What follows belongs to an exercise in optimizing a design on an open flow for small area, a short achievable clock period and few clock cycles; a production flow would make more cautious choices.
In this exercise RTL edits were held to simulation tests only and were not proved equivalent to the original.

==> v33 <==
// cpu
module cpu (
  input  wire        clk,
  input  wire        reset,
  output wire [31:0] mem_addr,
  output wire        mem_we,
  output wire [31:0] mem_wdata,
  input  wire [31:0] mem_rdata
);
Settings: LEC_CHECK=0, CAP_MARGIN=20, CELL_PAD_IN_SITES_DETAIL_PLACEMENT=1, CORE_MARGIN=2, CORE_UTILIZATION=30, PLACE_DENSITY=0.4, SLEW_MARGIN=20; clock period 15.0 ns.
standard.sh (not shown) runs the stock make flow with config.mk's settings and CLKGATE_MAP_FILE= SYNTH_SCRIPT=/design/flow/synth_recipe.tcl, a recipe that flattens the netlist after the stock synthesis.
==> flow/flow/run.sh <==
#!/bin/bash
# The standard layout, except that the port buffers are buf_4 cells instead of the
# slow delay buffers buffer_ports picks by default. All of make's output goes to
# standard.log.
set -euo pipefail
bash standard.sh 'BUFFER_PORTS_ARGS=-buffer_cell sky130_fd_sc_hd__buf_4' finish > standard.log 2>&1
==> inputs of v7, as changes to v33 <==
--- a/flow/design.v
+++ b/flow/design.v
@@ -2033,14 +2033,33 @@
   wire id_brk = id_op == 6'h00 && id_fn == 6'h0D;
   wire id_rte = id_op == 6'h00 && id_fn == 6'h13;
   wire id_divm = id_op == 6'h00 && id_fn == 6'h05;
   wire id_sw   = id_op == 6'h2B;
   wire id_memop = id_op == 6'h23 || id_op == 6'h21 || id_op == 6'h20 || id_op == 6'h2B ||
                   id_op == 6'h29 || id_op == 6'h28 || id_op == 6'h01 ||
                   (id_op == 6'h00 && id_fn == 6'h05);
+  wire id_r0 = id_op == 6'h00;
+  wire idf_add = id_r0 && id_fn == 6'h20, idf_sub = id_r0 && id_fn == 6'h22;
+  wire idf_and = id_r0 && id_fn == 6'h24, idf_slt = id_r0 && id_fn == 6'h2A;
+  wire idf_sll = id_r0 && id_fn == 6'h00, idf_srl = id_r0 && id_fn == 6'h02;
+  wire idf_sra = id_r0 && id_fn == 6'h03, idf_sllv = id_r0 && id_fn == 6'h04;
+  wire idf_srav = id_r0 && id_fn == 6'h07;
+  wire idf_mfhi = id_r0 && id_fn == 6'h10, idf_mflo = id_r0 && id_fn == 6'h12;
+  wire ido_addi = id_op == 6'h08, ido_addiu = id_op == 6'h09, ido_slti = id_op == 6'h0A;
+  wire ido_lui = id_op == 6'h0F, ido_br = id_op[5:2] == 4'b0001;
+  wire ido_load = id_op == 6'h23 || id_op == 6'h21 || id_op == 6'h20;
+  wire ido_addm = id_op == 6'h01;
+  wire id_shift = idf_sll | idf_srl | idf_sra | idf_sllv | idf_srav;
+  wire id_wrd   = idf_add | idf_sub | idf_and | idf_slt | id_shift | idf_mfhi | idf_mflo;
+  wire id_wr    = id_wrd | ido_addi | ido_addiu | ido_slti | ido_lui | id_jal | ido_load | ido_addm;
+  wire [4:0] id_wa = id_wrd ? id_ir[15:11] : id_jal ? 5'd31 : id_ir[20:16];
+  reg        e_sub, e_uimm, e_ovf, e_wr, e_ld;
+  reg [4:0]  e_wa;
+  reg        e_sand, e_sslt, e_ssh, e_slui, e_shi, e_slo, e_sjal, e_ssum;
+  reg        e_shv, e_shl, e_sha;
   wire [31:0] d_pc4;
   fadd #(30, 5) u_dpc4 (.a(d_pc[31:2]), .b(30'd1), .ci(1'b0), .s(d_pc4[31:2]));
   assign d_pc4[1:0] = d_pc[1:0];
   wire [31:0] id_target = {d_pc4[31:28], id_ir[25:0], 2'b00};
   reg [31:0] rs_rf, rt_rf;
   always @* begin
     rs_rf = 32'd0;
@@ -2091,67 +2110,59 @@
   wire x_shsb  = x_sh | x_sb;
   wire x_br    = x_beq | x_bne | x_ble | x_bgt;
   wire x_shift = x_sll | x_srl | x_sra | x_sllv | x_srav;
   wire x_known = x_add | x_sub | x_and | x_slt | x_shift | x_mfhi | x_mflo | x_mult |
                  x_div | x_divm | x_jr | x_brk | x_rte | x_addi | x_addiu | x_slti |
                  x_lui | x_br | x_load | x_sw | x_shsb | x_addm | x_j | x_jal;
   wire [31:0] imm = {{16{e_ir[15]}}, e_ir[15:0]};
-  wire        sub_op  = x_sub | x_slt | x_slti | x_br;
-  wire        use_imm = x_addi | x_addiu | x_slti;
+  wire        sub_op  = e_sub;
+  wire        use_imm = e_uimm;
   wire [31:0] yv  = use_imm ? imm : B;
   wire [31:0] yx  = yv ^ {32{sub_op}};
   wire [31:0] sum;
   fadd #(32, 5) u_alu (.a(A), .b(yx), .ci(sub_op), .s(sum));
   wire        ovf = (A[31] == yx[31]) && (sum[31] != A[31]);
   wire        lt  = sum[31] ^ ovf;
   wire        eq  = A == B;
-  wire        sh_var  = x_sllv | x_srav;
-  wire        sh_left = x_sll | x_sllv;
-  wire        sh_ar   = x_sra | x_srav;
+  wire        sh_var  = e_shv;
+  wire        sh_left = e_shl;
+  wire        sh_ar   = e_sha;
   wire [31:0] sh_in   = sh_var ? A : B;
   wire [4:0]  sh_amt  = sh_var ? B[4:0] : e_ir[10:6];
   reg  [31:0] sh_inr, sh_outr;
   always @* for (k = 0; k < 32; k = k + 1) sh_inr[k] = sh_left ? sh_in[31-k] : sh_in[k];
   wire [32:0] sh_ext  = {sh_ar & sh_inr[31], sh_inr};
   wire [32:0] sh_y    = $signed(sh_ext) >>> sh_amt;
   always @* for (k = 0; k < 32; k = k + 1) sh_outr[k] = sh_left ? sh_y[31-k] : sh_y[k];
   wire [31:0] e_pc4;
   fadd #(30, 5) u_epc4 (.a(e_pc[31:2]), .b(30'd1), .ci(1'b0), .s(e_pc4[31:2]));
   assign e_pc4[1:0] = e_pc[1:0];
-  reg [31:0] alu_res;
-  always @* begin
-    if (x_and)                alu_res = A & B;
-    else if (x_slt | x_slti)  alu_res = {31'd0, lt};
-    else if (x_shift)         alu_res = sh_outr;
-    else if (x_lui)           alu_res = {e_ir[15:0], 16'd0};
-    else if (x_mfhi)          alu_res = hi_v;
-    else if (x_mflo)          alu_res = lo_v;
-    else if (x_jal)           alu_res = e_pc4;
-    else                      alu_res = sum;
-  end
+  wire [31:0] alu_res = ({32{e_sand}} & (A & B)) | {31'd0, e_sslt & lt} |
+                        ({32{e_ssh}} & sh_outr) | ({32{e_slui}} & {e_ir[15:0], 16'd0}) |
+                        ({32{e_shi}} & hi_v) | ({32{e_slo}} & lo_v) |
+                        ({32{e_sjal}} & e_pc4) | ({32{e_ssum}} & sum);
   wire [31:0] ld = x_lw ? mem_rdata :
                    x_lh ? {16'd0, mem_rdata[15:0]} : {24'd0, mem_rdata[7:0]};
-  assign wd = x_load ? ld : alu_res;
+  assign wd = e_ld ? ld : alu_res;
   wire md_free = ~md_busy;
   wire bz = B == 32'd0;
   reg  ex_fin;
   always @* begin
     if (x_load)                      ex_fin = est == 2'd1;
     else if (x_addm | x_shsb)        ex_fin = est == 2'd2;
     else if (x_divm)                 ex_fin = (est == 2'd3) & (md_free | bz);
     else if (x_div)                  ex_fin = md_free | bz;
     else if (x_mult | x_mfhi | x_mflo) ex_fin = md_free;
     else                             ex_fin = 1'b1;
   end
   wire ex_done = (xst == 2'd0) & (~ev | ex_fin);
   wire est_inc = ev & ~ex_fin & (x_load | x_addm | x_shsb | x_divm) & (est != 2'd3);
-  wire wr_rd  = x_add | x_sub | x_and | x_slt | x_shift | x_mfhi | x_mflo;
-  wire wr_any = wr_rd | x_addi | x_addiu | x_slti | x_lui | x_jal | x_load | x_addm;
-  wire ovf_chk = x_add | x_sub | x_addi;
-  assign rf_wa = wr_rd ? e_ir[15:11] : x_jal ? 5'd31 : e_ir[20:16];
+  wire wr_any = e_wr;
+  wire ovf_chk = e_ovf;
+  assign rf_wa = e_wa;
   assign rf_we = ev & wr_any & ex_fin & ~(ovf_chk & ovf);
   wire   byp   = ev & wr_any;
   wire exc_ovf = ev & ovf_chk & ovf;
   wire exc_dz  = ev & (x_div | (x_divm & est == 2'd3)) & bz;
   wire exc_ud  = ev & ~x_known;
   wire exc     = exc_ovf | exc_dz | exc_ud;
   wire [11:0] ea;
@@ -2164,65 +2175,62 @@
   assign bt[1:0]  = e_pc4[1:0];
   assign bt4[1:0] = e_pc4[1:0];
   wire ex_redirect = exc | (xst == 2'd2) | (ev & x_br & taken) | (ev & (x_jr | x_brk | x_rte)) | smc;
   wire [31:0] ex_target = (xst == 2'd2) ? {24'd0, mem_rdata[7:0]} :
                           x_jr ? A : x_brk ? e_pc : x_rte ? EPC : smc ? d_pc : bt;
   wire bus_ex = busq;
   wire [11:0] ex_a = (xst == 2'd1) ? {4'd0, 6'b111111, xvec} : (est == 2'd0) ? A[11:0] : B[11:0];
-  reg        e_beq, e_bne;           
+  reg        e_pt;                   
   reg [11:0] e_bt12;                 
-  wire        fast_br = (e_beq & eq) | (e_bne & ~eq);
-  wire [11:0] fast_a  = e_bt12;
+  wire        fast_br = e_pt & taken;
   wire [31:0] fast_t  = bt;
   wire [31:0] fast_t4 = bt4;
   wire [9:0]  id_bt;
   fadd #(10, 4) u_idbt (.a(d_pc[11:2]), .b(id_ir[9:0]), .ci(1'b1), .s(id_bt));
-  assign mem_addr  = {20'd0, eaq ? ea : bus_ex ? ex_a : fast_br ? fast_a : fpc[11:0]};
+  assign mem_addr  = {20'd0, eaq ? ea : bus_ex ? ex_a : e_pt ? e_bt12 : fpc[11:0]};
   assign mem_we    = weq;
   assign mem_wdata = B;
   wire id_stall    = id_v & ~ex_done;
   wire ld_ex       = id_v & ex_done;
   wire id_go       = ld_ex & ~ex_redirect;
   wire id_jmp      = id_v & ex_done & (id_j | id_jal);    
   wire id_redirect = id_jmp & ~ex_redirect;
-  wire fetch_ok    = ~bus_ex & ~ex_redirect & ~id_redirect & ~id_stall;
+  wire fetch_ok    = ~bus_ex & ~e_pt & ~ex_redirect & ~id_redirect & ~id_stall;
   wire [31:0] rsv = (byp && rf_wa == id_rs) ? wd : rs_rf;
   wire [31:0] rtv = (byp && rf_wa == id_rt) ? wd : rt_rf;
   wire [31:0] fpc4;
   fadd #(30, 5) u_fpc4 (.a(fpc[31:2]), .b(30'd1), .ci(1'b0), .s(fpc4[31:2]));
   assign fpc4[1:0] = fpc[1:0];
   wire [31:0] merged = x_sh ? {mem_rdata[31:16], B[15:0]} : {mem_rdata[31:8], B[7:0]};
   always @(posedge clk or posedge reset) begin
     if (reset) begin
       clr <= 1'b1;
       busq <= 1'b0;
-      e_beq <= 1'b0;
-      e_bne <= 1'b0;
+      e_pt  <= 1'b0;
       eaq  <= 1'b0;
       weq  <= 1'b0;
       fpc <= 32'd0;
       fv  <= 1'b0;
       dh  <= 1'b0;
       ev  <= 1'b0;
       est <= 2'd0;
       xst <= 2'd0;
       EPC <= 32'd0;
     end else begin
       clr <= 1'b0;
-      e_beq <= id_go & (id_op == 6'h04);
-      e_bne <= id_go & (id_op == 6'h05);
+      e_pt  <= id_go & ((id_op == 6'h05) | (id_op == 6'h06) | (id_op == 6'h07));
       busq <= (id_go & id_memop) | (ev & est == 2'd0 & x_divm) | (ev & est == 2'd1 & x_shsb) | exc;
       eaq  <= (id_go & id_memop & ~id_divm) | (ev & est == 2'd1 & x_shsb);
       weq  <= (id_go & id_sw) | (ev & est == 2'd1 & x_shsb);
       fv  <= fetch_ok | fast_br;
       dh  <= id_stall & ~ex_redirect;
       if (ex_done) ev <= id_go;
       if (id_redirect)      fpc <= id_target;
       else if (ex_redirect) fpc <= fast_br ? fast_t4 : ex_target;
-      else if (~bus_ex & ~id_stall) fpc <= fpc4;
+      else if (~bus_ex & ~e_pt & ~id_stall) fpc <= fpc4;
       if (ld_ex)        est <= 2'd0;
       else if (est_inc) est <= est + 2'd1;
       if (exc) begin
         xst <= 2'd1;
         EPC <= e_pc;
       end else if (xst == 2'd1) xst <= 2'd2;
       else if (xst == 2'd2) xst <= 2'd0;
@@ -2233,14 +2241,31 @@
     if (~dh) d_ir <= mem_rdata;
     if (exc) xvec <= exc_ud ? 2'b01 : exc_ovf ? 2'b10 : 2'b11;
     if (ld_ex) begin
       e_ir <= id_ir;
       e_pc <= d_pc;
       e_memop <= id_memop;
       e_bt12  <= {id_bt, d_pc[1:0]};
+      e_sub   <= idf_sub | idf_slt | ido_slti | ido_br;
+      e_uimm  <= ido_addi | ido_addiu | ido_slti;
+      e_ovf   <= idf_add | idf_sub | ido_addi;
+      e_wr    <= id_wr;
+      e_wa    <= id_wa;
+      e_ld    <= ido_load;
+      e_sand  <= idf_and;
+      e_sslt  <= idf_slt | ido_slti;
+      e_ssh   <= id_shift;
+      e_slui  <= ido_lui;
+      e_shi   <= idf_mfhi;
+      e_slo   <= idf_mflo;
+      e_sjal  <= id_jal;
+      e_ssum  <= ~(idf_and | idf_slt | ido_slti | id_shift | ido_lui | idf_mfhi | idf_mflo | id_jal);
+      e_shv   <= idf_sllv | idf_srav;
+      e_shl   <= idf_sll | idf_sllv;
+      e_sha   <= idf_sra | idf_srav;
     end
     if (ld_ex) A <= rsv;
     else if (ev & est == 2'd1 & (x_divm | x_addm)) A <= mem_rdata;
     if (ld_ex) B <= rtv;
     else if (ev & est == 2'd2 & x_divm) B <= mem_rdata;
     else if (ev & est == 2'd1 & x_shsb) B <= merged;
   end
==> flow/flow/run.sh (replaced) <==
#!/bin/bash
# The standard layout, except that:
#  - the port buffers are buf_4 cells instead of the slow delay buffers buffer_ports
#    picks by default;
#  - global routing keeps more met1/met2 capacity free (flow/fastroute.tcl);
#  - repair_timing is asked for 9.5 ns of setup slack on the worst 20% of endpoints,
#    so that it sizes and buffers the longest paths (same constraints, more effort).
# All of make's output goes to standard.log.
set -euo pipefail
here=$(pwd)
bash standard.sh 'BUFFER_PORTS_ARGS=-buffer_cell sky130_fd_sc_hd__buf_4' \
  "FASTROUTE_TCL=$here/flow/fastroute.tcl" SETUP_SLACK_MARGIN=9.5 TNS_END_PERCENT=20 \
  finish > standard.log 2>&1
==> flow/flow/fastroute.tcl (new file) <==
# Global-routing capacity: keep more of met1/met2 free for pin access, so that the
# detailed router has fewer shorts to clean up.
set_global_routing_layer_adjustment met1 0.5
set_global_routing_layer_adjustment met2 0.3
set_global_routing_layer_adjustment met3-$::env(MAX_ROUTING_LAYER) 0.15

set_routing_layers -clock $::env(MIN_CLK_ROUTING_LAYER)-$::env(MAX_ROUTING_LAYER)
set_routing_layers -signal $::env(MIN_ROUTING_LAYER)-$::env(MAX_ROUTING_LAYER)
==> flow/config.mk (replaced) <==
export PLATFORM = sky130hd
export DESIGN_NAME = cpu
export DESIGN_NICKNAME = cpu
export VERILOG_FILES = /design/flow/design.v
export SDC_FILE = /design/flow/constraint.sdc
export NUM_CORES = 4
export LEC_CHECK = 0
export CAP_MARGIN = 20
export CELL_PAD_IN_SITES_DETAIL_PLACEMENT = 1
export CORE_MARGIN = 2
export CORE_UTILIZATION = 35
export PLACE_DENSITY = 0.45
export SLEW_MARGIN = 20
==> comparison <==
- Of v7 and v33, v33 has the higher clock skew (gap 22 ps).
- Against v33, the worst setup slack of v7 is higher by 1800 ps.
- Non-clock buffer count: v7 is higher than v33 (172).
- Synthesized cell count: v33 is higher than v7 (about 0.6%).
- v33 ran to the end with no violations. v7 passed the timing, design-rule and antenna checks.
Testbench counts of v33, summed over its fixed seeds: cycles 54,565.
Testbench counts of v7, summed over its fixed seeds: cycles 54,758.

[re-timing with driven ports]
The flow's constraints put no driver on any port. The routed layouts listed below were extracted and timed again, unchanged, in two steps. Step 1 assumes that a clkbuf_16 drives the clock port and a buf_2 every other input. Step 2 adds t to the input delays and takes it off the output delays; t is the mean of the earliest and latest rising clock arrival at the registers after step 1. Input paths then give back, and output paths get back, about the clock's delay inside the block. Slacks: ideal ports / drivers / drivers and shift; pairs: ideal ports / drivers.
run | t (ns) | slack for setup (ns) | hold WS [ns] | worst setup path after step 2 | pins driven straight from the clock port
v33 | 0.962 | 6.819 / 6.715 / 6.952 | 0.479 / 0.479 / 0.479 | register to register | 1
v7 | 0.932 | 8.576 / 8.477 / 8.394 | 0.444 / 0.444 / 0.444 | input to register | 1
After both steps setup and hold are still met in every run listed. The setup slack of v7, which loses most, moves by -0.099 ns with the drivers and by -0.182 ns with both steps.
